This design comes from an exercise in tuning for small area and a short achievable clock period on the open sky130 flow, not from production work.
Only simulation tests tie the RTL to the original design; equivalence was not proved.
Power figures rest on the tool's default switching activity, not on a simulated workload.

$ cat design/flow/flow/run.sh
#!/bin/bash
# Standard ORFS layout with two resizer settings changed: the port buffers are
# buf_4 cells, and timing repair may swap a cell for one of another footprint.
set -euo pipefail
cd "$(dirname "$0")/.."
bash standard.sh synth > synth.log 2>&1
bash standard.sh MATCH_CELL_FOOTPRINT=0 "BUFFER_PORTS_ARGS=-buffer_cell sky130_fd_sc_hd__buf_4" finish > layout.log 2>&1
$ cat design/flow/standard.sh
#!/bin/bash
# synth_recipe.tcl (not shown) runs the flow's synth.tcl, then flattens the netlist and writes it again
# the make line also repeats each setting of config.mk as NAME=value (left out here)
make -C /OpenROAD-flow-scripts/flow DESIGN_CONFIG=/design/flow/config.mk WORK_HOME=/design/flow/orfs CLKGATE_MAP_FILE= SYNTH_SCRIPT=/design/flow/synth_recipe.tcl "${@:-finish}"
$ cat design/flow/config.mk
export PLATFORM = sky130hd
export DESIGN_NAME = lru_cache_4way
export DESIGN_NICKNAME = lru_cache_4way
export VERILOG_FILES = /design/flow/design.v
export SDC_FILE = /design/flow/constraint.sdc
export NUM_CORES = 4
export LEC_CHECK = 0
export CAP_MARGIN = 20
export CORE_MARGIN = 2
export CORE_UTILIZATION = 60
export CTS_CLUSTER_DIAMETER = 80
export CTS_CLUSTER_SIZE = 25
export PLACE_DENSITY = 0.85
export SETUP_SLACK_MARGIN = 3.0
export SLEW_MARGIN = 20
export SYNTH_HIERARCHICAL = 1
export TNS_END_PERCENT = 0
$ cat design/flow/constraint.sdc
create_clock -name core_clock -period 5.6 [get_ports {clk}]
set_input_delay 1.1200 -clock core_clock [delete_from_list [all_inputs] [get_ports {clk}]]
set_output_delay 1.1200 -clock core_clock [all_outputs]
set_load 0.01 [all_outputs]
$ cat design/flow/design.v
module lru_cache_4way #(
    parameter DEPTH       = 32,     
    parameter WAYS        = 4,      
    parameter TAG_BITS    = 31,
    parameter BLOCK_SIZE  = 8
)(
    input  logic clk,
    input  logic rst_n,
    input  logic wr_en,
    input  logic rd_en,
    input  logic [31:0] addr,               
    input  logic [BLOCK_SIZE-1:0] data_in,
    output logic [BLOCK_SIZE-1:0] data_out,
    output logic [BLOCK_SIZE-1:0] data_evicted,
    output logic                  data_evict_en
);
    localparam NUM_SETS   = DEPTH / WAYS;    
    localparam INDEX_BITS = $clog2(NUM_SETS);
    localparam WAY_BITS   = $clog2(WAYS);
    localparam STAG_BITS  = 32 - INDEX_BITS;   
    function automatic logic gt2(input logic [1:0] a, input logic [1:0] b);
        gt2 = (a[1] & ~b[1]) | ((a[1] | ~b[1]) & a[0] & ~b[0]);
    endfunction
    function automatic logic [1:0] inc2(input logic [1:0] a);
        inc2 = {a[1] ^ a[0], ~a[0]};
    endfunction
    logic [STAG_BITS-1:0]  line_tag   [NUM_SETS-1:0][WAYS-1:0];
    logic [BLOCK_SIZE-1:0] line_value [NUM_SETS-1:0][WAYS-1:0];
    logic                  line_valid [NUM_SETS-1:0][WAYS-1:0];
    logic [WAY_BITS-1:0]   line_lru   [NUM_SETS-1:0][WAYS-1:0];   
    logic                  pend;        
    logic                  pend_miss;   
    logic                  pend_acc;    
    logic [INDEX_BITS-1:0] pend_set;
    logic [WAYS-1:0]       pend_way;    
    logic [STAG_BITS-1:0]  pend_tag;    
    logic [BLOCK_SIZE-1:0] pend_value;
    logic [INDEX_BITS-1:0] idx;
    logic [STAG_BITS-1:0]  atag;
    assign idx  = addr[INDEX_BITS-1:0];
    assign atag = addr[31:INDEX_BITS];
    logic [NUM_SETS-1:0] sdec;
    always_comb
        for (int s = 0; s < NUM_SETS; s++)
            sdec[s] = (idx == s[INDEX_BITS-1:0]);
    logic [STAG_BITS-1:0]  set_tag   [WAYS-1:0];
    logic [BLOCK_SIZE-1:0] set_value [WAYS-1:0];
    logic                  set_valid [WAYS-1:0];
    logic [WAY_BITS-1:0]   set_lru   [WAYS-1:0];
    localparam LINE_BITS = WAY_BITS + 1 + BLOCK_SIZE + STAG_BITS;
    for (genvar w = 0; w < WAYS; w++) begin : g_read
        logic [NUM_SETS*LINE_BITS-1:0] lines;
        logic [LINE_BITS-1:0]          rd;
        for (genvar s = 0; s < NUM_SETS; s++) begin : g_set
            assign lines[s*LINE_BITS +: LINE_BITS] =
                {line_lru[s][w], line_valid[s][w], line_value[s][w], line_tag[s][w]};
        end
        logic [NUM_SETS-1:0] wdec;    
        lru_cache_dec #(.N(INDEX_BITS)) u_dec (.a(idx), .y(wdec));
        lru_cache_onehot_mux #(.N(NUM_SETS), .W(LINE_BITS)) u_mux (
            .sel(wdec), .d(lines), .y(rd));
        assign {set_lru[w], set_valid[w], set_value[w], set_tag[w]} = rd;
    end
    logic            pend_hit_set;
    logic [WAYS-1:0] byp;
    assign pend_hit_set = pend & (pend_set == idx);
    assign byp = {WAYS{pend_hit_set}} & pend_way;
    logic                lk_valid [WAYS-1:0];
    logic [WAY_BITS-1:0] lk_lru   [WAYS-1:0];
    logic                lru_byp;
    assign lru_byp = pend_acc & (pend_set == idx);
    always_comb
        for (int w = 0; w < WAYS; w++) begin
            lk_valid[w] = set_valid[w] | (byp[w] & pend_miss);
            if (lru_byp)
                lk_lru[w] = pend_way[w] ? WAY_BITS'(w) : inc2(set_lru[w] ^ WAY_BITS'(w)) ^ WAY_BITS'(w);
            else
                lk_lru[w] = set_lru[w];
        end
    logic            pend_eq;
    logic [WAYS-1:0] line_eq, hv;
    logic hit;
    assign pend_eq = (pend_tag == atag);
    always_comb
        for (int w = 0; w < WAYS; w++) begin
            line_eq[w] = (set_tag[w] == atag);
            hv[w] = lk_valid[w] && (byp[w] ? pend_eq : line_eq[w]);
        end
    assign hit = |hv;
    logic [BLOCK_SIZE-1:0] eff_value [WAYS-1:0];
    always_comb
        for (int w = 0; w < WAYS; w++)
            eff_value[w] = byp[w] ? pend_value : set_value[w];
    logic [WAY_BITS-1:0] L [WAYS-1:0];
    always_comb
        for (int w = 0; w < WAYS; w++)
            L[w] = lk_lru[w] ^ WAY_BITS'(w);
    logic [WAYS-1:0] lv;
    always_comb
        for (int w = 0; w < WAYS; w++) begin
            lv[w] = 1'b1;
            for (int j = 0; j < WAYS; j++) begin
                if (j < w && !gt2(L[w], L[j])) lv[w] = 1'b0;
                if (j > w &&  gt2(L[j], L[w])) lv[w] = 1'b0;
            end
        end
    logic [WAYS-1:0] sel;
    assign sel = hit ? hv : lv;
    logic [BLOCK_SIZE-1:0] hit_value, lru_value;
    logic                  lru_valid;
    always_comb begin
        hit_value = '0;
        lru_value = '0;
        lru_valid = 1'b0;
        for (int w = 0; w < WAYS; w++) begin
            hit_value = hit_value | ({BLOCK_SIZE{hv[w]}} & eff_value[w]);
            lru_value = lru_value | ({BLOCK_SIZE{lv[w]}} & eff_value[w]);
            lru_valid = lru_valid | (lv[w] & lk_valid[w]);
        end
    end
    logic acc, evict;
    assign acc   = wr_en | (rd_en & hit);
    assign evict = wr_en & ~hit & lru_valid;
    always_ff @(posedge clk or negedge rst_n) begin
        if (!rst_n) begin
            data_out      <= '0;
            data_evicted  <= '0;
            data_evict_en <= 1'b0;
        end else begin
            data_out      <= (wr_en | rd_en) ? hit_value : '0;
            data_evicted  <= evict ? lru_value : '0;
            data_evict_en <= evict;
        end
    end
    always_ff @(posedge clk or negedge rst_n) begin
        if (!rst_n) begin
            for (int s = 0; s < NUM_SETS; s++)
                for (int w = 0; w < WAYS; w++) begin
                    line_valid[s][w] <= 1'b0;
                    line_lru[s][w]   <= '0;
                end
            pend      <= 1'b0;
            pend_miss <= 1'b0;
            pend_acc  <= 1'b0;
        end else begin
            for (int s = 0; s < NUM_SETS; s++)
                for (int w = 0; w < WAYS; w++)
                    if (pend_set == s[INDEX_BITS-1:0]) begin
                        if (pend_acc) begin
                            if (pend_way[w]) line_lru[s][w] <= WAY_BITS'(w);
                            else             line_lru[s][w] <= inc2(line_lru[s][w] ^ WAY_BITS'(w)) ^ WAY_BITS'(w);
                        end
                        if (pend_miss && pend_way[w]) line_valid[s][w] <= 1'b1;
                    end
            pend      <= wr_en;
            pend_miss <= wr_en & ~hit;
            pend_acc  <= acc;
        end
    end
    always_ff @(posedge clk) begin
        pend_set   <= idx;
        pend_way   <= sel;
        pend_tag   <= atag;
        pend_value <= data_in;
    end
    for (genvar s = 0; s < NUM_SETS; s++) begin : g_wset
        for (genvar w = 0; w < WAYS; w++) begin : g_wway
            logic wen;
            logic [BLOCK_SIZE+STAG_BITS-1:0] nxt;
            assign wen = pend && (pend_set == s[INDEX_BITS-1:0]) && pend_way[w];
            lru_cache_hold #(.W(BLOCK_SIZE+STAG_BITS)) u_hold (
                .q({line_value[s][w], line_tag[s][w]}), .d({pend_value, pend_tag}),
                .en(wen), .en_n(~wen), .y(nxt));
            always_ff @(posedge clk)
                {line_value[s][w], line_tag[s][w]} <= nxt;
        end
    end
endmodule
module lru_cache_onehot_mux #(
    parameter N = 8,
    parameter W = 40
)(
    input  logic [N-1:0]   sel,
    input  logic [N*W-1:0] d,
    output logic [W-1:0]   y
);
    always_comb begin
        y = '0;
        for (int i = 0; i < N; i++)
            y = y | ({W{sel[i]}} & d[i*W +: W]);
    end
endmodule
module lru_cache_hold #(
    parameter W = 37
)(
    input  logic [W-1:0] q,
    input  logic [W-1:0] d,
    input  logic         en,
    input  logic         en_n,
    output logic [W-1:0] y
);
    assign y = (q & {W{en_n}}) | (d & {W{en}});
endmodule
module lru_cache_dec #(
    parameter N = 3
)(
    input  logic [N-1:0]      a,
    output logic [(1<<N)-1:0] y
);
    always_comb
        for (int i = 0; i < (1 << N); i++)
            y[i] = (a == i[N-1:0]);
endmodule
==> flow_summary.toml, run 1 <==
[synthesis]
synth_ff_type = "dfxtp_1"
synth_fa_ha_area_share_pct = 0.0421
syn-mean-instance-area_um2 = 11.8
synth.distinct_cells = 75
synth_seq_area_share_pct = 51.4
synth_compound_area_share_pct = 31.6
synth_edf_count = 0
netlist_instances = 4550
syn_area_um2 = 53500
synth_top_family_by_area = "compound AO/OA/AOI/OAI gates"
synth_xor_area_share_pct = 2.56
syn_nets = 4594
async_reset_ff_share_pct = 8.63
synthMuxAreaShare_pct = 1.08
yosys_register_bits = 1344
yosys.area_share.simple_pct = 5.55
yosysWarnings = 21

[floorplan]
io_pins = 61
num_rows = 109
start_util_pct = 60.5
coreArea_um2 = 88400
fp.dieH_um = 303
floorplan.die.width_um = 303
die_area_um2 = 91500

[setup_path]
worstSetupStartpoint = "addr[0]"
cpMostUsedCell = "buf_6"
path_max_fanout = 9
critPathSlowestCell = "o311a_4"
cp.arrival_ns = 4.18
r2r-end = "line_value[14][3]$_DFF_P_"
critPathCapture = "data_evicted[3]$_DFF_PN0_"
path_buf_inv = 4
required_ns = 6.19
path_depth = 13
start_kind = "input pin"
end_kind = "register"
r2r-start = "pend_set[2]$_DFF_P_"
crit_family = "simple AND/OR/NAND/NOR gates"
cp_cell_sequence = "clkbuf_16 -> buf_6 -> and3b_4 -> a22oi_2 -> nand4_1 -> nand2b_4 -> o311a_4 -> maj3_2 -> buf_4 -> nor4_2 -> a2111oi_4 -> buf_6 -> a2111oi_1"
crit_path_max_incr_delay_ns = 0.41
rrSetupSlack_ns = 2.08
reg2regPathDepth = 8
path_class = "input pin to register"

[drt]
viasPerCell = 7.54
drt_wl_total_mm = 180
vias = 42762
wl_met2_mm = 73.5
dr.first_iter.drc_count = 7457
met1Wirelength_mm = 67.3
routedWlPerCell_um = 31.8
drc = 0
highest_layer = "met5"
ant_nets = 0
drtPass1Iterations = 7
wl_met3_mm = 28.0

[global_routing]
grt_overflow_total = 0
grt_max_degree = 73
grt_pass1_vias = 40710
grt_usage_pct = 37.5
grt_pass1_wl_mm = 261
antenna_found_initial = 9

[place]
dp_hpwl_mm = 101
io_buffers = 60
gp_congestion = 0.971

[clocking]
insertion_delay_ns = 0.72
cts_made_buffers = 61
cts_tree = "done"
ctsLongestPathBuffers = 3
cts_hold_buf = 0
htreeDepth = 2
cts-root-buf = "clkbuf_16"
clock-sinks = 1344
path_clk_slew_ns = 0.11

[run_status]
status = "timing/DRC/antenna clean"

[pwr]
power_frac_clock_pct = 19.1
p_sw_uw = 7940
p_sw_share_pct = 29.5
pwr-share-seq_pct = 55.7
p_leak_uw = 0.0216
irDropWorstVdd_mv = 0.413
total_power_uw = 26900
p_comb_share_pct = 25.1
power_density_nw_per_um2 = 481
p_int_uw = 19000

[timing]
tns_ns = 0
worst_pin_slew_ns = 1.14
fmax_ghz = 0.278
drv_slew = 0
fin_skew_ns = 0.0661
fin_crit_ns = 3.59
maxSlewHeadroom_pct = 24.1
hold_viol_final = 0
min_period_over_period_pct = 64.1
rsz0062_at_grt = "yes"
finalSetupViolCount = 0

[flow_run]
maxCapViolCount = 0

[finish]
drive_gt1_share_pct = 17.3
nets = 4521
area_growth_pct = 4.64

[hold_path]
min_from = "line_valid[24]$_DFFE_PN0P_"
hp-class = "register to register"
[layer usage]
metal  up-vias  GRT usage, %
met5         -         0.932
met3       697          13.2
met2      3251          52.9
met4         9          20.7
li1      17742             -
met1     21063          49.8
[flip-flops by register name, indices dropped and copies added (netlist names), 3 cells and up]
name,count
data_evicted,8
data_out,8
line_lru,64
line_tag,928
line_valid,32
line_value,256
pend_set,3
pend_tag,29
pend_value,8
pend_way,4
[power groups by stage]
stage / sequential, uW / clock [uW] / combinational (uW)
after CTS: 14900 / 5120 / 6510
after global placement: 14900 / 0 / 6150
after global routing: 15300 / 5470 / 7130
after detailed placement: 15100 / 0 / 6370
after floorplan: 14600 / 0 / 5140
final: 15000 / 5150 / 6760
[stage by stage]
stage | area [um2] | utilization [%] | std cells | hold WS (ns) | worst slack (ns)
2_1_floorplan | 53500 | - | 4550 | 0.442 | 1.76
3_3_place_gp | 52900 | 59.9 | 5496 | 0.450 | 0.823
3_5_place_dp | 52900 | 59.9 | 5496 | 0.454 | 0.657
4_1_cts | 55500 | 62.9 | 5636 | 0.476 | 2.18
5_1_grt | 55900 | 63.3 | 5661 | 0.484 | 1.95
6_report | 56000 | 63.3 | 5672 | 0.479 | 2.01
[layout by cell type, fill, tap and decap left out, types with 25 or more instances in the layout]
master	instances
dfrtp_1	116
a22o_2	225
a31o_2	25
xnor2_1	134
nor2_1	56
inv_1	39
nor3_1	31
a22oi_1	622
a22o_1	961
nand2b_1	33
mux2_2	38
nand2_1	83
clkbuf_16	74
nand4_1	196
dfxtp_1	1226
buf_4	251
[cell families (layout without fill, tap and decap cells)]
family / Yosys count / in the layout
other: 0 / 11
xor gates and xnor gates: 151 / 151
DFF: 1344 / 1344
AOI/OAI and AO/OA: 1994 / 1995
muxes: 53 / 53
buffers and inverters: 491 / 426
adders and majority gates: 2 / 2
and+or+nand+nor: 515 / 525
[repair_timing]
action | CTS | global route
buffers inserted | 34 | 18
setup endpoints to repair | 701 | 1002
gates cloned | 24 | 7
endpoints found under the hold margin | 0 | 0
pin swaps | 28 | 19
resized for setup | 58 | 34
[how the worst min path moves through the flow]
| stage | to | slack, ns | depth (start not counted) |
|---|---|---|---|
| 3_5_place_dp | line_valid[26]$_DFFE_PN0P_ | 0.45 | 1 |
| 5_1_grt | line_valid[24]$_DFFE_PN0P_ | 0.48 | 1 |
| 6_report | line_valid[24]$_DFFE_PN0P_ | 0.48 | 1 |
| 4_1_cts | line_valid[26]$_DFFE_PN0P_ | 0.48 | 1 |
| 3_3_place_gp | line_valid[22]$_DFFE_PN0P_ | 0.45 | 1 |
| 2_1_floorplan | line_valid[16]$_DFFE_PN0P_ | 0.44 | 1 |
[cells in the mapped netlist, types with 36 or more instances]
| library cell | number | area [um2] |
|---|---|---|
| a22oi_1 | 632 | 4740 |
| xnor2_1 | 135 | 1180 |
| a22o_2 | 225 | 2250 |
| nor3_1 | 36 | 180 |
| nand2_1 | 84 | 315 |
| buf_6 | 289 | 3250 |
| dfxtp_1 | 1228 | 24600 |
| inv_1 | 41 | 154 |
| buf_2 | 99 | 495 |
| nand4_1 | 196 | 1230 |
| dfrtp_1 | 116 | 2900 |
| clkbuf_1 | 57 | 214 |
| mux2_2 | 38 | 428 |
| a22o_1 | 961 | 8420 |
| nor2_1 | 56 | 210 |
[final cells by class]
class | count | area (um2)
sequential | 1344 | 27500
inverter | 42 | 161
timing repair buffer | 302 | 2790
tap | 1165 | 1460
multi-input combinational | 2726 | 22300
fill | 6674 | 32400
clock inverter | 7 | 71.3
antenna | 11 | 27.5
clock buffer | 75 | 1630
==> run 2, diff against run 1 <==
--- a/design/flow/config.mk
+++ b/design/flow/config.mk
@@ -7,10 +7,10 @@
 export LEC_CHECK = 0
 export CAP_MARGIN = 20
 export CORE_MARGIN = 2
-export CORE_UTILIZATION = 60
+export CORE_UTILIZATION = 65
 export CTS_CLUSTER_DIAMETER = 80
 export CTS_CLUSTER_SIZE = 25
-export PLACE_DENSITY = 0.85
+export PLACE_DENSITY = 0.75
 export SETUP_SLACK_MARGIN = 3.0
 export SLEW_MARGIN = 20
 export SYNTH_HIERARCHICAL = 1
==> run 2 against run 1 <==
Net effect:
- count of clock-buffer cells in the layout increased by 2
- die area decreased by 7.6%
- utilization increased by 5.2 points
- sequential cell count unchanged
- sequential power about the same
- clock skew decreased by 0.0064 ns
- critical endpoint unchanged
- still clean on timing, DRC and antenna
==> flow_summary.toml, run 2 <==
[run_status]
status = "timing/DRC/antenna clean"

[synthesis]
synth_top_area_share_pct = 46.0
synth_ff_type = "dfxtp_1"
netlist_instances = 4550
syn_nets = 4594
yosysMostFrequentCell = "dfxtp_1"
synth_edf_count = 0
yosysWarnings = 21
yosys_register_bits = 1344
synth_area_leaders = "dfxtp_1 46%, a22o_1 16%, a22oi_1 8.9%, buf_6 6.1%, dfrtp_1 5.4%"
synth.distinct_cells = 75
synth_largest_area_cell = "dfxtp_1"
syn-mean-instance-area_um2 = 11.8
async_reset_ff_share_pct = 8.63
syn_area_um2 = 53500
synth_seq_area_share_pct = 51.4
synthTopCellsByCount = "1228 x dfxtp_1, 961 x a22o_1, 632 x a22oi_1"

[drt]
dr.first_iter.drc_count = 5926
vias = 42563
ant_nets = 0
drc = 0
routedWlPerCell_um = 33.3
drt_wl_total_mm = 186
drtPass1Iterations = 8
viasPerCell = 7.62

[timing]
rsz0062_at_grt = "yes"
worst_pin_slew_ns = 1.09
finalSetupViolCount = 0
fin_skew_ns = 0.0597
maxSlewHeadroom_pct = 26.7
fmax_ghz = 0.278
drv_slew = 0
fin_crit_ns = 3.60
hold_viol_final = 0
min_period_over_period_pct = 64.3
tns_ns = 0

[setup_path]
critPathSlowestCell = "and3b_1"
cp_cell_sequence = "clkbuf_16 -> and3b_1 -> a22oi_1 -> nand4_1 -> xnor2_1 -> nand4_1 -> nor4_1 -> nand3_1 -> o31a_2 -> nand4_1 -> buf_6 -> a2111oi_1"
crit_family = "simple AND/OR/NAND/NOR gates"
path_depth = 12
path_class = "input pin to register"
path_buf_inv = 2
cp.arrival_ns = 4.18
required_ns = 6.18
end_kind = "register"
path_max_fanout = 15
reg2regPathDepth = 7
cpMostUsedCell = "nand4_1"
crit_path_max_incr_delay_ns = 0.89
start_kind = "input pin"

[finish]
area_growth_pct = 4.72
drive_gt1_share_pct = 17.7
nFillCells = 6239
stdcell_area_um2 = 56000
largest_register_ffs = 928
final_cell_mix = "1220 x dfxtp_1, 960 x a22o_1, 625 x a22oi_1, 255 x buf_4, 226 x a22o_2"
nets = 4530
final_common_cell = "dfxtp_1"

[place]
dpl_cell_area_um2 = 52700
dp_hpwl_mm = 101
io_buffers = 60
gp_congestion = 0.973

[global_routing]
grt_overflow_total = 0
grt_pass1_wl_mm = 268
grt_max_degree = 48
grt_pass1_vias = 40241
grt_usage_pct = 41.8
antenna_found_initial = 12

[floorplan]
floorplan.die.width_um = 291
fp.dieH_um = 291
io_pins = 61
coreArea_um2 = 81700
num_rows = 105
die_area_um2 = 84600
start_util_pct = 65.5

[clocking]
insertion_delay_ns = 0.72
ctsLongestPathBuffers = 3
clock-sinks = 1344
path_clk_slew_ns = 0.11
cts_made_buffers = 60
cts_tree = "done"
htreeDepth = 2
cts-root-buf = "clkbuf_16"

[hold_path]
hp-class = "input pin to asynchronous set/reset pin"

[flow_run]
maxCapViolCount = 0

[pwr]
p_leak_uw = 0.0216
total_power_uw = 26900
power_density_nw_per_um2 = 480
irDropWorstVdd_mv = 0.352
==> run 2: changes by cell type in the layout (fill, tap and decap cells not counted), sizes merged <==
cell      change
clkbuf        +7
clkinvlp      +1
and3          -1
buf           +5
diode         -2
and3b         +1
inv           -3
==> run 2: worst paths after layout <==
path                                             from  slack (ns)                     endpoint
setup / recovery                              addr[2]        2.00    data_evicted[3]$_DFF_PN0_
hold / removal                                  rst_n        0.45          pend_miss$_DFF_PN0_
setup reg to reg                  pend_set[2]$_DFF_P_        2.07      line_tag[19][5]$_DFF_P_
hold reg to reg            line_valid[24]$_DFFE_PN0P_        0.48   line_valid[24]$_DFFE_PN0P_
max in group asynchronous                       rst_n        4.12  line_lru[22][0]$_DFFE_PN0P_
min in group core_clock    line_valid[24]$_DFFE_PN0P_        0.48   line_valid[24]$_DFFE_PN0P_
==> run 2: kinds of logic (layout without fill, tap and decap cells) <==
kind of cell	count (synthesis)	after routing	synth area share [%]
compound gates	1994	1995	31.6
xor+xnor	151	151	2.56
fa+ha+maj	2	2	0.0421
buf+inv	491	436	7.74
flops	1344	1344	51.4
mux	53	53	1.08
other cells	0	9	0
simple gates	515	525	5.55
==> run 2: cell type report <==
class                           instances  area, um2  area share, %
Sequential cell                      1344      27500           49.1
Clock inverter                          5       46.3         0.0827
Timing Repair Buffer                  312       2940           5.24
Multi-Input combinational cell       2726      22400           40.0
Inverter                               42        168          0.299
Clock buffer                           77       1610           2.87
Antenna cell                            9       22.5         0.0402
Tap cell                             1070       1340           2.39
==> run 2: worst register-to-register path: cells and delay by family, from the launching register on <==
| family | cells | cell delay [ns] |
|---|---|---|
| flops | 1 | 0.69 |
| simple gates | 3 | 0.70 |
| compound gates | 1 | 0.24 |
| buf+inv | 3 | 1.79 |
==> run 2: repair_timing <==
item                       CTS  global route
hold buffers                 0             0
pin swaps                   29            25
setup endpoints to repair  815          1137
setup buffers               41            27
cloned                      24            12
gates resized for setup     66            41
==> run 2: power by group <==
part / switching [uW] / leakage, uW / internal [uW]
Sequential: 2000 / 0.0116 / 13000
Clock: 3080 / 0.000807 / 2030
Combinational: 2830 / 0.00926 / 3970
Total: 7910 / 0.0216 / 19000
==> run 2: metrics by stage <==
stage	hold WS (ns)	util (%)	instances	worst slack (ns)
after CTS	0.453	67.8	5537	2.14
after global placement	0.449	64.5	5390	0.653
after detailed placement	0.455	64.5	5390	0.572
after floorplan	0.442	-	4550	1.76
after global routing	0.493	68.5	5576	1.98
final	0.446	68.5	5585	2.00
==> run 2: routing by layer <==
metal | global-route usage, % | wire length, um | vias up
met1 | 56.4 | 71600 | 21256
met3 | 13.5 | 26600 | 602
met2 | 60.1 | 76800 | 2916
met4 | 21.3 | 10800 | 16
li1 | - | - | 17773
met5 | 0 | 135 | -
==> run 3, diff against run 2 <==
--- a/design/flow/config.mk
+++ b/design/flow/config.mk
@@ -7,9 +7,10 @@
 export LEC_CHECK = 0
 export CAP_MARGIN = 20
 export CORE_MARGIN = 2
-export CORE_UTILIZATION = 65
+export CORE_UTILIZATION = 60
 export CTS_CLUSTER_DIAMETER = 80
 export CTS_CLUSTER_SIZE = 25
+export GPL_ROUTABILITY_DRIVEN = 0
 export PLACE_DENSITY = 0.75
 export SETUP_SLACK_MARGIN = 3.0
 export SLEW_MARGIN = 20
==> run 3 against run 2 <==
Net effect:
- still clean
- critical path depth is 1 higher
- combinational power fell by 0.9%
- clock power increased by 2%
==> flow_summary.toml, run 3 <==
[floorplan]
io_pins = 61
coreArea_um2 = 88400
die_area_um2 = 91500
start_util_pct = 60.5
num_rows = 109
floorplan.die.width_um = 303
fp.dieH_um = 303

[timing]
worst_pin_slew_ns = 1.09
fin_crit_ns = 3.53
min_period_over_period_pct = 63.0
finalSetupViolCount = 0
fin_skew_ns = 0.0268
maxSlewHeadroom_pct = 26.8
tns_ns = 0
fmax_ghz = 0.283
hold_viol_final = 0
drv_slew = 0
rsz0062_at_grt = "yes"

[setup_path]
cp.arrival_ns = 4.08
crit_family = "compound AO/OA/AOI/OAI gates"
path_buf_inv = 3
path_depth = 13
cp_cell_sequence = "clkbuf_16 -> nor3b_2 -> a22oi_2 -> nand4_1 -> buf_4 -> nor2b_1 -> o21ai_0 -> a31oi_2 -> a22o_4 -> nor3_4 -> buf_6 -> a222oi_1 -> a2111oi_4"
critPathSlowestCell = "a222oi_1"
crit_path_max_incr_delay_ns = 0.49
required_ns = 6.15
end_kind = "register"
path_max_fanout = 10
start_kind = "input pin"
reg2regPathDepth = 8
path_class = "input pin to register"

[finish]
ff_latch_area_um2 = 27500
final_cell_mix = "1219 x dfxtp_1, 960 x a22o_1, 627 x a22oi_1, 225 x a22o_2, 217 x buf_4"
final_util_pct = 63.3
area_growth_pct = 4.55
multi_input_area_um2 = 22400
nFillCells = 6980
nets = 4488
drive_gt1_share_pct = 17.3
largest_register_ffs = 928
final_common_cell = "dfxtp_1"

[global_routing]
grt_overflow_total = 0
use_met2_pct = 53.9
antenna_found_initial = 7
grt_pass1_wl_mm = 264
gr-usage-met3_pct = 10.1
grt_pass1_vias = 39621
grt_usage_pct = 38.2
busiest_layer = "met1"
grt_use_met1_pct = 54.2
grt_max_degree = 74

[place]
dp_hpwl_mm = 100
io_buffers = 60

[synthesis]
yosysMostFrequentCell = "dfxtp_1"
synth_ff_type = "dfxtp_1"
synth_xor_area_share_pct = 2.56
yosys_register_bits = 1344
synth_area_leaders = "dfxtp_1 46%, a22o_1 16%, a22oi_1 8.9%, buf_6 6.1%, dfrtp_1 5.4%"
synth_top_area_share_pct = 46.0
synth_fa_ha_area_share_pct = 0.0421
synth_top_family_by_area = "compound AO/OA/AOI/OAI gates"
synth_compound_area_share_pct = 31.6
synth.distinct_cells = 75
yosysWarnings = 21
syn-mean-instance-area_um2 = 11.8
synth_seq_area_share_pct = 51.4
netlist_instances = 4550
syn_nets = 4594
yosys.area_share.simple_pct = 5.55
synthTopCellsByCount = "1228 x dfxtp_1, 961 x a22o_1, 632 x a22oi_1"
synth_largest_area_cell = "dfxtp_1"
synthMuxAreaShare_pct = 1.08
synth_edf_count = 0
syn_area_um2 = 53500
async_reset_ff_share_pct = 8.63

[clocking]
htreeDepth = 2
insertion_delay_ns = 0.70
cts_tree = "done"
path_clk_slew_ns = 0.11
cts-root-buf = "clkbuf_16"
cts_made_buffers = 61
clock-sinks = 1344
ctsLongestPathBuffers = 3

[drt]
vias = 42248
viasPerCell = 7.50
routedWlPerCell_um = 32.2
dr.first_iter.drc_count = 6158
drtPass1Iterations = 9
drt_wl_total_mm = 181
drc = 0
ant_nets = 0

[pwr]
p_leak_uw = 0.0214
power_density_nw_per_um2 = 482
irDropWorstVdd_mv = 0.450

[hold_path]
min_path_cells = 1
hp-class = "register to register"

[run_status]
status = "timing/DRC/antenna clean"

[flow_run]
maxCapViolCount = 0
-- run 3: cell types whose count changed in the layout (fill, tap and decap cells not counted), moves of 3 or more --
cell / change
buf_12: +8
buf_4: -38
buf_6: -4
diode_2: -8
inv_1: -3
nand2_1: -7
nand2_2: +6
o31a_1: -3
-- run 3: metal layers --
metal | vias to the layer above | routed length, um
met1 | 21009 | 72000
li1 | 17673 | -
met2 | 2981 | 73500
met4 | 6 | 10300
met3 | 579 | 25600
met5 | - | 46
-- run 3: cells by family (layout without fill, tap and decap cells) --
kind of cell,after synthesis,after routing
compound gates,1994,1994
flops,1344,1344
simple gates,515,521
buf+inv,491,402
xor+xnor,151,151
mux,53,53
fa+ha+maj,2,2
other cells,0,1
-- run 3: report_power, final --
group	switching (uW)	internal [uW]
sequential	2030	13000
combinational	2790	3940
clock	3080	2120
-- run 3: stage by stage --
stage / area [um2] / hold WS, ns / setup slack [ns] / cells / total power, uW
finish: 55900 / 0.481 / 2.07 / 5633 / 26900
global route: 55900 / 0.495 / 2.02 / 5632 / 28000
CTS: 55600 / 0.480 / 2.15 / 5619 / 26600
detailed placement: 53000 / 0.455 / 0.618 / 5478 / 21400
global placement: 53000 / 0.450 / 0.705 / 5478 / 21100
floorplan: 53500 / 0.442 / 1.76 / 4550 / 19700
-- run 3: final timing paths --
| path | to | from | slack, ns |
|---|---|---|---|
| setup reg to reg | line_tag[5][1]$_DFF_P_ | pend_set[2]$_DFF_P_ | 2.13 |
| max in group asynchronous | line_lru[5][0]$_DFFE_PN0P_ | rst_n | 3.77 |
| hold / removal | line_valid[27]$_DFFE_PN0P_ | line_valid[27]$_DFFE_PN0P_ | 0.48 |
| setup / recovery | data_evicted[1]$_DFF_PN0_ | addr[2] | 2.07 |
| min in group asynchronous | data_out[1]$_DFF_PN0_ | rst_n | 0.55 |
| hold reg to reg | line_valid[27]$_DFFE_PN0P_ | line_valid[27]$_DFFE_PN0P_ | 0.48 |
-- run 3: final cells by class --
| cell class | instances | area share, % |
|---|---|---|
| sequential | 1344 | 49.2 |
| multi-input combinational | 2721 | 40.0 |
| timing repair buffer | 274 | 4.75 |
| clock buffer | 80 | 3.01 |
| tap | 1165 | 2.61 |
| inverter | 42 | 0.309 |
| clock inverter | 6 | 0.123 |
| antenna | 1 | 0.00447 |
-- run 3: repair_timing --
| item | in CTS | in global routing |
|---|---|---|
| endpoints found under the setup margin | 999 | 1166 |
| buffers inserted | 36 | 7 |
| gates cloned | 19 | 6 |
| hold buffers | 0 | 0 |
| gates resized for setup | 65 | 33 |
| pin swaps | 26 | 23 |
==> run 4, diff against run 3 <==
--- a/design/flow/config.mk
+++ b/design/flow/config.mk
@@ -7,7 +7,7 @@
 export LEC_CHECK = 0
 export CAP_MARGIN = 20
 export CORE_MARGIN = 2
-export CORE_UTILIZATION = 60
+export CORE_UTILIZATION = 55
 export CTS_CLUSTER_DIAMETER = 80
 export CTS_CLUSTER_SIZE = 25
 export GPL_ROUTABILITY_DRIVEN = 0
==> run 4 against run 3 <==
Net effect:
- critical endpoint is now pend_way[1]$_DFF_P_
- synthesized cell count did not move
- sequential power barely moved
- highest routed layer unchanged
- combinational power barely moved
- critical path type unchanged
- setup slack got worse by 0.17 ns
- clock power rose by 4.6%
- non-clock buffer count rose by 26
- register-to-register slack got worse by 0.22 ns
- clock skew rose by 0.013 ns
- still clean
==> flow_summary.toml, run 4 <==
[run_status]
status = "timing/DRC/antenna clean"

[synthesis]
yosysMostFrequentCell = "dfxtp_1"
netlist_instances = 4550
syn-mean-instance-area_um2 = 11.8
synth_area_leaders = "dfxtp_1 46%, a22o_1 16%, a22oi_1 8.9%, buf_6 6.1%, dfrtp_1 5.4%"
synth.distinct_cells = 75
yosysWarnings = 21
yosys_register_bits = 1344
synth_edf_count = 0
synth_largest_area_cell = "dfxtp_1"
async_reset_ff_share_pct = 8.63
synthTopCellsByCount = "1228 x dfxtp_1, 961 x a22o_1, 632 x a22oi_1"
synth_ff_type = "dfxtp_1"
syn_area_um2 = 53500
syn_nets = 4594
synth_top_area_share_pct = 46.0
synth_seq_area_share_pct = 51.4

[setup_path]
path_buf_inv = 4
critPathSlowestCell = "xnor2_2"
crit_path_max_incr_delay_ns = 0.33
start_kind = "input pin"
path_max_fanout = 12
cpMostUsedCell = "nand4_1"
end_kind = "register"
cp_cell_sequence = "buf_16 -> and3b_4 -> buf_4 -> a22oi_1 -> nand4_1 -> xnor2_2 -> nand4_1 -> nor4_1 -> buf_4 -> nand3_1 -> o31a_1 -> nand4_1 -> buf_6 -> o21ai_0"
required_ns = 6.14
r2r-start = "pend_tag[7]$_DFF_P_"
cp.arrival_ns = 4.24
path_class = "input pin to register"
crit_family = "simple AND/OR/NAND/NOR gates"
worstSetupStartpoint = "addr[1]"

[clocking]
cts_made_buffers = 66
htreeDepth = 3
ctsLongestPathBuffers = 3
cts-root-buf = "clkbuf_16"
clock-sinks = 1344
path_clk_slew_ns = 0.10
cts_tree = "done"
insertion_delay_ns = 0.68
cts_hold_buf = 0

[timing]
whs_ns = 0.476
worst_pin_slew_ns = 1.10
maxSlewHeadroom_pct = 26.5
finalWorstSetupSlack_ns = 1.90
drv_slew = 0
fin_crit_ns = 3.70
fmax_ghz = 0.270
fin_skew_ns = 0.0403
min_period_over_period_pct = 66.1
hold_viol_final = 0
rsz0062_at_grt = "yes"
finalSetupViolCount = 0
tns_ns = 0

[finish]
final_cell_mix = "1224 x dfxtp_1, 960 x a22o_1, 628 x a22oi_1, 254 x buf_4, 225 x a22o_2"
nets = 4519
n_antenna_cell = 0
stdcell_count = 5774
largest_register_ffs = 928
drive_gt1_share_pct = 17.5
final_common_cell = "dfxtp_1"
area_growth_pct = 5.13
nFillCells = 7923

[drt]
viasPerCell = 7.34
drt_wl_total_mm = 183
ant_nets = 0
routedWlPerCell_um = 31.6
drtPass1Iterations = 6
vias = 42360
drc = 0
dr.first_iter.drc_count = 6347

[global_routing]
antenna_found_initial = 6
grt_pass1_vias = 40178
grt_pass1_wl_mm = 268
grt_overflow_total = 0
grt_usage_pct = 35.6
grt_max_degree = 75

[place]
dp_hpwl_mm = 103
preCtsSetupSlack_ns = 0.506
place_inst = 5610
io_buffers = 60

[hold_path]
min_from = "line_valid[27]$_DFFE_PN0P_"
hp-class = "register to register"

[floorplan]
fp.dieH_um = 316
die_area_um2 = 99800
num_rows = 114
start_util_pct = 55.4
coreArea_um2 = 96600
floorplan.die.width_um = 316
io_pins = 61

[pwr]
irDropWorstVdd_mv = 0.220
power_density_nw_per_um2 = 483
p_leak_uw = 0.0216

[flow_run]
maxCapViolCount = 0
## run 4: cell count changes in the layout (fill, tap and decap cells not counted), sizes merged
cell / delta
inv: +9
and3: -1
o31a: +1
diode: -1
clkinv: +2
buf: +29
clkbuf: -5
clkinvlp: -4
## run 4: cell type report
class | instances | area, um2 | area share, %
timing repair buffer | 300 | 2720 | 4.84
inverter | 42 | 158 | 0.280
clock inverter | 13 | 161 | 0.287
clock buffer | 78 | 1720 | 3.06
multi-input combinational | 2721 | 22400 | 39.8
tap | 1276 | 1600 | 2.84
sequential | 1344 | 27500 | 48.9
## run 4: path summary, 6_finish.rpt
check | to | slack [ns] | cells past startpoint
setup reg to reg | pend_way[1]$_DFF_P_ | 1.91 | 9
hold / removal | line_valid[27]$_DFFE_PN0P_ | 0.48 | 1
setup / recovery | pend_way[1]$_DFF_P_ | 1.90 | 14
min in group asynchronous | data_out[1]$_DFF_PN0_ | 0.59 | 1
hold reg to reg | line_valid[27]$_DFFE_PN0P_ | 0.48 | 1
max in group asynchronous | line_lru[22][0]$_DFFE_PN0P_ | 3.82 | 2
## run 4: logic make-up (layout without fill, tap and decap cells)
family	count (synthesis)	in the layout	synth area share, %
AOI/OAI and AO/OA	1994	1995	31.6
xor gates and xnor gates	151	151	2.56
adders and majority gates	2	2	0.0421
buffers and inverters	491	433	7.74
DFF	1344	1344	51.4
muxes	53	53	1.08
and+or+nand+nor	515	520	5.55
## run 4: repair_timing
action | CTS | global route
resized for setup | 92 | 5
setup buffers | 51 | 2
setup endpoints to repair | 768 | 1093
gates cloned | 19 | 0
endpoints found under the hold margin | 0 | 0
pin swaps | 30 | 6
## run 4: metrics by stage
step	total power [uW]	util, %	area, um2
2_1_floorplan	19700	-	53500
3_3_place_gp	21100	55.0	53100
3_5_place_dp	21400	55.0	53200
4_1_cts	26900	58.2	56200
5_1_grt	28300	58.2	56200
6_report	27100	58.2	56200
## run 4: power breakdown
group	leakage, uW	switching (uW)	internal [uW]
clock network	0.000916	3190	2250
logic	0.00912	2790	3940
registers	0.0116	2000	13000
total	0.0216	7990	19200
## run 4: layer usage
metal  share of wire, %  GRT usage, %  wire length [um]  vias to the layer above
met4                5.9          18.2             10800                       10
met3                 14          11.2             25300                      566
met5              0.038             0                69                        -
li1                   -             -                 -                    17753
met2                 41          50.2             74100                     2913
met1                 40          48.8             72400                    21118
==> run 5, diff against run 4 <==
--- a/design/flow/design.v
+++ b/design/flow/design.v
@@ -24,6 +24,18 @@
     function automatic logic [1:0] inc2(input logic [1:0] a);
         inc2 = {a[1] ^ a[0], ~a[0]};
     endfunction
+    function automatic logic [3:0] lru_onehot(input logic [1:0] c0, input logic [1:0] c1,
+                                              input logic [1:0] c2, input logic [1:0] c3);
+        logic [1:0] L [4];
+        L[0] = c0; L[1] = c1 ^ 2'd1; L[2] = c2 ^ 2'd2; L[3] = c3 ^ 2'd3;
+        for (int w = 0; w < 4; w++) begin
+            lru_onehot[w] = 1'b1;
+            for (int j = 0; j < 4; j++) begin
+                if (j < w && !gt2(L[w], L[j])) lru_onehot[w] = 1'b0;
+                if (j > w &&  gt2(L[j], L[w])) lru_onehot[w] = 1'b0;
+            end
+        end
+    endfunction
     logic [STAG_BITS-1:0]  line_tag   [NUM_SETS-1:0][WAYS-1:0];
     logic [BLOCK_SIZE-1:0] line_value [NUM_SETS-1:0][WAYS-1:0];
     logic                  line_valid [NUM_SETS-1:0][WAYS-1:0];
@@ -55,28 +67,18 @@
             assign lines[s*LINE_BITS +: LINE_BITS] =
                 {line_lru[s][w], line_valid[s][w], line_value[s][w], line_tag[s][w]};
         end
-        logic [NUM_SETS-1:0] wdec;    
-        lru_cache_dec #(.N(INDEX_BITS)) u_dec (.a(idx), .y(wdec));
         lru_cache_onehot_mux #(.N(NUM_SETS), .W(LINE_BITS)) u_mux (
-            .sel(wdec), .d(lines), .y(rd));
+            .sel(sdec), .d(lines), .y(rd));
         assign {set_lru[w], set_valid[w], set_value[w], set_tag[w]} = rd;
     end
     logic            pend_hit_set;
     logic [WAYS-1:0] byp;
     assign pend_hit_set = pend & (pend_set == idx);
     assign byp = {WAYS{pend_hit_set}} & pend_way;
-    logic                lk_valid [WAYS-1:0];
-    logic [WAY_BITS-1:0] lk_lru   [WAYS-1:0];
-    logic                lru_byp;
-    assign lru_byp = pend_acc & (pend_set == idx);
-    always_comb
-        for (int w = 0; w < WAYS; w++) begin
+    logic lk_valid [WAYS-1:0];
+    always_comb
+        for (int w = 0; w < WAYS; w++)
             lk_valid[w] = set_valid[w] | (byp[w] & pend_miss);
-            if (lru_byp)
-                lk_lru[w] = pend_way[w] ? WAY_BITS'(w) : inc2(set_lru[w] ^ WAY_BITS'(w)) ^ WAY_BITS'(w);
-            else
-                lk_lru[w] = set_lru[w];
-        end
     logic            pend_eq;
     logic [WAYS-1:0] line_eq, hv;
     logic hit;
@@ -91,19 +93,20 @@
     always_comb
         for (int w = 0; w < WAYS; w++)
             eff_value[w] = byp[w] ? pend_value : set_value[w];
-    logic [WAY_BITS-1:0] L [WAYS-1:0];
-    always_comb
-        for (int w = 0; w < WAYS; w++)
-            L[w] = lk_lru[w] ^ WAY_BITS'(w);
-    logic [WAYS-1:0] lv;
+    logic [WAY_BITS-1:0] pset_lru [WAYS-1:0];    
     always_comb
         for (int w = 0; w < WAYS; w++) begin
-            lv[w] = 1'b1;
-            for (int j = 0; j < WAYS; j++) begin
-                if (j < w && !gt2(L[w], L[j])) lv[w] = 1'b0;
-                if (j > w &&  gt2(L[j], L[w])) lv[w] = 1'b0;
-            end
-        end
+            pset_lru[w] = '0;
+            for (int s = 0; s < NUM_SETS; s++)
+                if (pend_set == s[INDEX_BITS-1:0]) pset_lru[w] = line_lru[s][w];
+            pset_lru[w] = pend_way[w] ? WAY_BITS'(w) : inc2(pset_lru[w] ^ WAY_BITS'(w)) ^ WAY_BITS'(w);
+        end
+    logic [WAYS-1:0] pend_lv, set_lv, lv;
+    logic            lru_byp;
+    assign pend_lv = lru_onehot(pset_lru[0], pset_lru[1], pset_lru[2], pset_lru[3]);
+    assign set_lv  = lru_onehot(set_lru[0], set_lru[1], set_lru[2], set_lru[3]);
+    assign lru_byp = pend_acc & (pend_set == idx);
+    assign lv = lru_byp ? pend_lv : set_lv;
     logic [WAYS-1:0] sel;
     assign sel = hit ? hv : lv;
     logic [BLOCK_SIZE-1:0] hit_value, lru_value;
@@ -201,13 +204,3 @@
 );
     assign y = (q & {W{en_n}}) | (d & {W{en}});
 endmodule
-module lru_cache_dec #(
-    parameter N = 3
-)(
-    input  logic [N-1:0]      a,
-    output logic [(1<<N)-1:0] y
-);
-    always_comb
-        for (int i = 0; i < (1 << N); i++)
-            y[i] = (a == i[N-1:0]);
-endmodule
--- a/design/flow/config.mk
+++ b/design/flow/config.mk
@@ -7,12 +7,9 @@
 export LEC_CHECK = 0
 export CAP_MARGIN = 20
 export CORE_MARGIN = 2
-export CORE_UTILIZATION = 55
+export CORE_UTILIZATION = 60
 export CTS_CLUSTER_DIAMETER = 80
 export CTS_CLUSTER_SIZE = 25
-export GPL_ROUTABILITY_DRIVEN = 0
-export PLACE_DENSITY = 0.75
 export SETUP_SLACK_MARGIN = 3.0
 export SLEW_MARGIN = 20
 export SYNTH_HIERARCHICAL = 1
-export TNS_END_PERCENT = 0
==> run 5 against run 4 <==
Net effect:
- still clean on timing, DRC and antenna
- area after synthesis up 0.18%
- maximum frequency fell by 2.4%
- cell area rose by 2.3%
- total power is 5.8% higher
- largest power group unchanged
==> flow_summary.toml, run 5 <==
[timing]
whs_ns = 0.394
maxSlewHeadroom_pct = 20.5
min_period_over_period_pct = 67.7
finalSetupViolCount = 0
drv_slew = 0
fin_skew_ns = 0.0258
fmax_ghz = 0.264
hold_viol_final = 0
rsz0062_at_grt = "yes"
fin_crit_ns = 3.79
worst_pin_slew_ns = 1.19

[setup_path]
path_buf_inv = 5
path_class = "input pin to register"
path_max_fanout = 7
start_kind = "input pin"
cp.arrival_ns = 4.40
crit_path_max_incr_delay_ns = 0.51
critPathSlowestCell = "nor4_4"
required_ns = 6.21
crit_family = "simple AND/OR/NAND/NOR gates"
cp_cell_sequence = "buf_16 -> nor3_4 -> buf_8 -> clkbuf_16 -> buf_16 -> buf_6 -> a22oi_2 -> nand4_1 -> xor2_2 -> nor4_4 -> nand4_1 -> nor4_4 -> a21oi_2 -> and4_4 -> and2_4 -> o31ai_4 -> nor2_1"
end_kind = "register"

[finish]
final_cell_mix = "1221 x dfxtp_1, 960 x a22o_1, 602 x a22oi_1, 266 x buf_4, 224 x a22o_2"
final_common_cell = "dfxtp_1"
ff_latch_area_um2 = 27500
drive_gt1_share_pct = 18.5
nFillCells = 7053
stdcell_count = 5773
nets = 4638
largest_register_ffs = 928
n_antenna_cell = 0
area_growth_pct = 7.33
multi_input_area_um2 = 22500

[synthesis]
synth.distinct_cells = 76
synth_ff_type = "dfxtp_1"
synth_fa_ha_area_share_pct = 0.0374
syn-mean-instance-area_um2 = 11.6
yosysWarnings = 21
netlist_instances = 4610
async_reset_ff_share_pct = 8.63
synth_compound_area_share_pct = 31.7
yosys.area_share.simple_pct = 5.14
yosys_register_bits = 1344
synth_top_family_by_area = "compound AO/OA/AOI/OAI gates"
synth_top_area_share_pct = 45.9
yosysMostFrequentCell = "dfxtp_1"
syn_area_um2 = 53600
synth_largest_area_cell = "dfxtp_1"
synth_seq_area_share_pct = 51.3
synth_area_leaders = "dfxtp_1 46%, a22o_1 16%, a22oi_1 8.9%, buf_6 6.1%, dfrtp_1 5.4%"
synthMuxAreaShare_pct = 1.53
syn_nets = 4654
synth_xor_area_share_pct = 2.42
synth_edf_count = 0
synthTopCellsByCount = "1228 x dfxtp_1, 960 x a22o_1, 633 x a22oi_1"

[place]
io_buffers = 60
gp_congestion = 0.873
dp_hpwl_mm = 105
place_inst = 5549

[clocking]
clock-sinks = 1344
insertion_delay_ns = 0.73
ctsLongestPathBuffers = 3
cts_made_buffers = 61
path_clk_slew_ns = 0.10
cts_tree = "done"
cts-root-buf = "clkbuf_16"
htreeDepth = 2

[global_routing]
grt_max_degree = 67
grt_pass1_wl_mm = 274
grt_usage_pct = 39.7
grt_overflow_total = 0
grt_pass1_vias = 39727
antenna_found_initial = 5

[drt]
drtPass1Iterations = 6
drc = 0
viasPerCell = 7.35
ant_nets = 0
dr.first_iter.drc_count = 5360
drt_wl_total_mm = 188
routedWlPerCell_um = 32.5
vias = 42413

[pwr]
p_leak_uw = 0.0226
irDropWorstVdd_mv = 0.442
power_density_nw_per_um2 = 500

[run_status]
status = "timing/DRC/antenna clean"

[floorplan]
floorplan.die.width_um = 303
die_area_um2 = 91700
coreArea_um2 = 88400
start_util_pct = 60.6
fp.dieH_um = 303
num_rows = 109
io_pins = 61

[flow_run]
maxCapViolCount = 0

[hold_path]
hp-class = "input pin to asynchronous set/reset pin"
==> run 5: final cells by class <==
class | instances | area share (%)
Timing Repair Buffer | 373 | 7.08
Tap cell | 1165 | 2.53
Clock inverter | 7 | 0.135
Clock buffer | 70 | 2.82
Timing Repair inverter | 6 | 0.0740
Inverter | 43 | 0.392
Multi-Input combinational cell | 2765 | 39.1
Sequential cell | 1344 | 47.8
==> run 5: kinds of logic after synthesis <==
family                     after synthesis
muxes                                   71
AOI/OAI and AO/OA                     2032
xor gates and xnor gates               148
adders and majority gates                2
and+or+nand+nor                        510
buffers and inverters                  503
DFF                                   1344
==> run 5: metrics by stage <==
step,setup WS (ns),utilization (%),area [um2],power [uW],TNS (ns)
2_1_floorplan,1.81,-,53700,21300,0
3_3_place_gp,-0.161,60.3,53300,22900,-1.44
3_5_place_dp,-0.139,60.3,53300,23100,-1.06
4_1_cts,1.90,64.2,56700,28400,0
5_1_grt,1.77,65.1,57500,30000,0
6_report,1.81,65.1,57500,28700,0
==> run 5: report_power, final <==
part / internal, uW / switching (uW)
Combinational: 4520 / 2900
Clock: 2070 / 3150
Sequential: 13600 / 2450
Total: 20200 / 8490
==> run 5: metal layers <==
layer	wire length, um	GRT usage [%]	up-vias
li1	-	-	18014
met1	78100	56.6	21401
met2	81700	59.7	2494
met3	18500	6.36	494
met4	9340	17.2	10
met5	64	0	-
==> run 5: path summary, 6_finish.rpt <==
check,end,slack (ns),from,depth (start not counted)
setup reg to reg,data_evicted[5]$_DFF_PN0_,1.84,pend_tag[28]$_DFF_P_,11
hold / removal,data_out[3]$_DFF_PN0_,0.39,rst_n,1
min in group core_clock,line_valid[17]$_DFFE_PN0P_,0.49,line_valid[17]$_DFFE_PN0P_,1
setup / recovery,data_evicted[5]$_DFF_PN0_,1.81,addr[0],17
max in group asynchronous,line_lru[6][1]$_DFFE_PN0P_,3.80,rst_n,2
hold reg to reg,line_valid[17]$_DFFE_PN0P_,0.49,line_valid[17]$_DFFE_PN0P_,1
==> run 5: repair_timing <==
item                       4_1_cts  5_1_grt
setup endpoints to repair     1221      762
gates cloned                    28        6
hold buffers                     0        0
buffers inserted                77       36
hold endpoints to repair         0        0
gates resized for setup        130       73
pin swaps                       21       32

## static timing again, ports no longer ideal
The flow's constraints put no driver on any port. The routed layouts listed below were extracted and timed again, unchanged, in two steps.
Step 1 (the two cells are an assumption about what drives the block):
set clk [get_ports {clk}]
set_driving_cell -lib_cell sky130_fd_sc_hd__clkbuf_16 $clk
set_driving_cell -lib_cell sky130_fd_sc_hd__buf_2 [delete_from_list [all_inputs] $clk]
Step 2 times the ports against the registers' clock, not the clock port: input delays grow and output delays shrink by t, the midpoint of the rising clock arrivals with the driver on.
a / b / c = ideal ports / drivers / drivers and shift; a / b = the first two.
run	t (ns)	slack for setup (ns)	worst setup path at the end
run 1	0.760	2.008 / 1.688 / 0.928	input to register
run 2	0.763	1.998 / 1.654 / 0.891	input to register
run 3	0.758	2.072 / 1.864 / 1.107	input to register
run 4	0.728	1.899 / 1.610 / 0.882	input to register
run 5	0.791	1.807 / 1.727 / 0.936	input to register
After both steps every run listed still meets setup and hold. For run 2, which loses most, drivers alone change the setup slack by -0.344 ns; drivers and shift together by -1.107 ns.
